This design comes from an exercise in tuning for small area, a short achievable clock period and few clock cycles on the open sky130 flow, not from production work. At most, simulation tests tie the RTL to the original design; equivalence was not proved. Power and IR drop assume default switching activity.

== the previous run ==
Design udp_transmit, start of the top module:
module udp_transmit
(
    input wire  clk,
    input wire  rst,
    output wire  eth_txd_tvalid,
    output wire [31 : 0] eth_txd_tdata,
    output wire [3 : 0] eth_txd_tkeep,
    output wire  eth_txd_tlast,
    input wire  eth_txd_tready,
    output wire                    eth_txc_tvalid,
    output wire [31 : 0] eth_txc_tdata,
    output wire [3 : 0] eth_txc_tkeep,
    output wire  eth_txc_tlast,
    input wire  eth_txc_tready,
    input wire [31 : 0]   s_axis_data_tdata,
    input wire                      s_axis_data_tvalid,
    output wire                     s_axis_data_tready,
    input wire                      s_axis_data_tlast
);
    reg [8:0]  nb;           
    reg        first;        
    reg        ctrl;         
    reg        hdr;          
    reg        payload;      
    reg        lastb;        
    reg [31:0] s;            
    reg        s_rdy;        
    reg [15:0] p;
    reg [31:0] o;            
    reg        o_v, o_last, o_keep;
    reg        c_v, c_first, c_last;
    wire [3:0]  b = nb[3:0];
    wire [31:0] hv = (b == 4'd0) ? 32'h0000_0100 :
                     (b == 4'd1) ? 32'h0002_0000 :
                     (b == 4'd3) ? 32'h0045_0008 :
                     (b == 4'd4) ? 32'h0000_1c04 :
                     (b == 4'd5) ? 32'h1180_0000 :
                     (b == 4'd6) ? 32'ha8c0_e767 :
                     (b == 4'd7) ? 32'hc0a8_8001 :
                     (b == 4'd8) ? 32'h1879_0164 :
                     (b == 4'd9) ? 32'h0804_3075 : 32'h0;
  ...
For scale: about 500 cells after synthesis, about 100 flip-flops, about 120 I/O pins, ~0.0044 sq mm of cells after synthesis.
==> module udp_transmit, before the edit <==
module udp_transmit
(
    input wire  clk,
    input wire  rst,
    output wire  eth_txd_tvalid,
    output wire [31 : 0] eth_txd_tdata,
    output wire [3 : 0] eth_txd_tkeep,
    output wire  eth_txd_tlast,
    input wire  eth_txd_tready,
    output wire                    eth_txc_tvalid,
    output wire [31 : 0] eth_txc_tdata,
    output wire [3 : 0] eth_txc_tkeep,
    output wire  eth_txc_tlast,
    input wire  eth_txc_tready,
    input wire [31 : 0]   s_axis_data_tdata,
    input wire                      s_axis_data_tvalid,
    output wire                     s_axis_data_tready,
    input wire                      s_axis_data_tlast
);
    reg [8:0]  nb;           
    reg        first;        
    reg        ctrl;         
    reg        hdr;          
    reg        payload;      
    reg        lastb;        
    reg [31:0] s;            
    reg        s_rdy;        
    reg [15:0] p;
    reg [31:0] o;            
    reg        o_v, o_last, o_keep;
    reg        c_v, c_first, c_last;
    wire [3:0]  b = nb[3:0];
    wire [31:0] hv = (b == 4'd0) ? 32'h0000_0100 :
                     (b == 4'd1) ? 32'h0002_0000 :
                     (b == 4'd3) ? 32'h0045_0008 :
                     (b == 4'd4) ? 32'h0000_1c04 :
                     (b == 4'd5) ? 32'h1180_0000 :
                     (b == 4'd6) ? 32'ha8c0_e767 :
                     (b == 4'd7) ? 32'hc0a8_8001 :
                     (b == 4'd8) ? 32'h1879_0164 :
                     (b == 4'd9) ? 32'h0804_3075 : 32'h0;
    wire acc    = s_axis_data_tvalid && s_rdy;
    wire [31:0] w = s_rdy ? s_axis_data_tdata : s;
    wire c_free = !c_v || eth_txc_tready;
    wire o_free = !o_v || eth_txd_tready;
    wire step   = o_free && (ctrl ? (c_free && (!first || !s_rdy || s_axis_data_tvalid))
                                  : (!payload || !s_rdy || s_axis_data_tvalid));
    wire take   = step && payload;
    always @(posedge clk) begin
        if (rst) begin
            nb <= 9'd0;
            first <= 1'b1;
            ctrl <= 1'b1;
            hdr <= 1'b1;
            payload <= 1'b0;
            lastb <= 1'b0;
            s_rdy <= 1'b1;
            o_v <= 1'b0;
            c_v <= 1'b0;
        end else begin
            if (step) begin
                nb      <= lastb ? 9'd0 : nb + 9'd1;
                first   <= lastb;
                ctrl    <= lastb || (ctrl && nb != 9'd5);
                hdr     <= lastb || (hdr && nb != 9'd9);
                payload <= (nb == 9'd9) || (payload && nb != 9'd265);
                lastb   <= (nb == 9'd265);
            end
            if (take) s_rdy <= 1'b1;
            else if (acc) s_rdy <= 1'b0;
            if (o_free) o_v <= step;
            if (c_free) c_v <= step && ctrl;
        end
    end
    always @(posedge clk) begin
        if (s_rdy) s <= s_axis_data_tdata;
        if (take) p <= w[31:16];
        if (o_free) begin
            o[31:16] <= (hdr || lastb) ? hv[31:16] : w[15:0];
            o[15:0]  <= (hdr || nb == 9'd10) ? hv[15:0] : p;
            o_last   <= lastb;
            o_keep   <= !lastb;
        end
        if (c_free) begin
            c_first <= first;
            c_last  <= (nb == 9'd5);
        end
    end
    assign s_axis_data_tready = s_rdy;
    assign eth_txd_tvalid = o_v;
    assign eth_txd_tdata  = o;
    assign eth_txd_tkeep  = {{2{o_keep}}, 2'b11};
    assign eth_txd_tlast  = o_last;
    assign eth_txc_tvalid = c_v;
    assign eth_txc_tdata  = {c_first, 1'b0, c_first, 29'h0};
    assign eth_txc_tkeep  = 4'hF;
    assign eth_txc_tlast  = c_last;
endmodule
export LEC_CHECK = 0
export ABC_AREA = 1
export CAP_MARGIN = 20
export CORE_MARGIN = 2
export CORE_UTILIZATION = 55
export PLACE_DENSITY = 0.7
export SETUP_SLACK_MARGIN = 3.0
export SLEW_MARGIN = 20
create_clock -name core_clock -period 5.0 [get_ports {clk}]
standard.sh (not shown) runs the stock make flow with config.mk's settings and CLKGATE_MAP_FILE= SYNTH_SCRIPT=/design/flow/synth_recipe.tcl, a recipe that flattens the netlist after the stock synthesis.
==> flow/flow/run.sh <==
#!/bin/bash
# The standard layout (standard.sh), with two changes to how it is made:
# ports are buffered with the smallest buffer (buf_1; timing repair upsizes
# the ones it needs), and each constant net keeps the single tie cell that
# synthesis gives it instead of one tie cell per load.
set -euo pipefail
export BUFFER_PORTS_ARGS="-buffer_cell sky130_fd_sc_hd__buf_1"
export SKIP_REPAIR_TIE_FANOUT=1
bash standard.sh > standard.log 2>&1
Testbench counts of the previous run, summed over its fixed seeds: cycles 26,373.
## Diff of input files: the current run against the previous run
diff --git a/flow/design.v b/flow/design.v
--- a/flow/design.v
+++ b/flow/design.v
@@ -29,12 +29,14 @@
     reg        payload;      
     reg        lastb;        
     reg [31:0] s;            
     reg        s_rdy;        
+    reg        s_full;       
     reg [15:0] p;
     reg [31:0] o;            
     reg        o_v, o_last, o_keep;
     reg        c_v, c_first, c_last;
+    reg        o_e, c_e;
     wire [3:0]  b = nb[3:0];
     wire [31:0] hv = (b == 4'd0) ? 32'h0000_0100 :
                      (b == 4'd1) ? 32'h0002_0000 :
                      (b == 4'd3) ? 32'h0045_0008 :
@@ -43,14 +45,14 @@
                      (b == 4'd6) ? 32'ha8c0_e767 :
                      (b == 4'd7) ? 32'hc0a8_8001 :
                      (b == 4'd8) ? 32'h1879_0164 :
                      (b == 4'd9) ? 32'h0804_3075 : 32'h0;
-    wire acc    = s_axis_data_tvalid && s_rdy;
-    wire [31:0] w = s_rdy ? s_axis_data_tdata : s;
-    wire c_free = !c_v || eth_txc_tready;
-    wire o_free = !o_v || eth_txd_tready;
-    wire step   = o_free && (ctrl ? (c_free && (!first || !s_rdy || s_axis_data_tvalid))
-                                  : (!payload || !s_rdy || s_axis_data_tvalid));
+    wire acc    = s_axis_data_tvalid && !s_full;
+    wire [31:0] w = s_full ? s : s_axis_data_tdata;
+    wire c_free = c_e || eth_txc_tready;
+    wire o_free = o_e || eth_txd_tready;
+    wire step   = o_free && (ctrl ? (c_free && (!first || s_full || s_axis_data_tvalid))
+                                  : (!payload || s_full || s_axis_data_tvalid));
     wire take   = step && payload;
     always @(posedge clk) begin
         if (rst) begin
             nb <= 9'd0;
@@ -59,10 +61,13 @@
             hdr <= 1'b1;
             payload <= 1'b0;
             lastb <= 1'b0;
             s_rdy <= 1'b1;
+            s_full <= 1'b0;
             o_v <= 1'b0;
+            o_e <= 1'b1;
             c_v <= 1'b0;
+            c_e <= 1'b1;
         end else begin
             if (step) begin
                 nb      <= lastb ? 9'd0 : nb + 9'd1;
                 first   <= lastb;
@@ -70,16 +75,27 @@
                 hdr     <= lastb || (hdr && nb != 9'd9);
                 payload <= (nb == 9'd9) || (payload && nb != 9'd265);
                 lastb   <= (nb == 9'd265);
             end
-            if (take) s_rdy <= 1'b1;
-            else if (acc) s_rdy <= 1'b0;
-            if (o_free) o_v <= step;
-            if (c_free) c_v <= step && ctrl;
+            if (take) begin
+                s_rdy <= 1'b1;
+                s_full <= 1'b0;
+            end else if (acc) begin
+                s_rdy <= 1'b0;
+                s_full <= 1'b1;
+            end
+            if (o_free) begin
+                o_v <= step;
+                o_e <= !step;
+            end
+            if (c_free) begin
+                c_v <= step && ctrl;
+                c_e <= !(step && ctrl);
+            end
         end
     end
     always @(posedge clk) begin
-        if (s_rdy) s <= s_axis_data_tdata;
+        if (!s_full) s <= s_axis_data_tdata;
         if (take) p <= w[31:16];
         if (o_free) begin
             o[31:16] <= (hdr || lastb) ? hv[31:16] : w[15:0];
             o[15:0]  <= (hdr || nb == 9'd10) ? hv[15:0] : p;
Non-clock buffer count up 1 in the current run wrt the previous run
Per the comparison of the current run with the previous run, combinational cell power up about 2%; utilization shrank by 1.1 points; synthesized area saw an increase; global-route usage roughly the same.
Delta (the current run minus the previous run): layout-stage area growth over the synthesis result went down; sum of internal, switching and leakage power went up; synthesized-area fraction occupied by ao, oa, aoi and oai cells went down; final cycle utilization of the critical path did not really move; part of the Yosys area used for sequential elements went down.
A first element of the critical path of s_rdy is what the previous run shows, while s_full belongs to the current run.
From the previous run to the current run the numbers moved as follows: post-synthesis adder-cell area fraction neither gained nor lost much; final-layout non-clock buffer area share lost 0.85 points; peak clock frequency supported by timing lost 0.0018 GHz.
Between the previous run and the current run, routed length on met3 is lower for the current run, the previous run comes in above that.
No functional check of the RTL was part of the current run.

-- separate check: timing with driven ports --
The flow's constraints put no driver on any port. The routed layouts listed below were extracted and timed again, unchanged, in two steps. Step 1 sets driving cells, clkbuf_16 on the clock port and buf_2 on the other inputs (assumed; they add their load-dependent delay and slew). Step 2 also shifts input and output timing later by t, the mid clock arrival at the registers, as if the neighbouring blocks saw the same clock. a / b / c = no drivers / after step 1 / after step 2; a / b = the first two.
run	t (ns)	setup slack, ns	worst hold slack (ns)
the previous run	0.383	3.030 / 2.998 / 2.750	0.451 / 0.451 / 0.451
the current run	0.388	3.024 / 3.024 / 2.743	0.456 / 0.456 / 0.456
After both steps setup and hold are still met in every run listed. The setup slack of the current run, which loses most, moves by 0.000 ns with the drivers and by -0.281 ns with both steps.
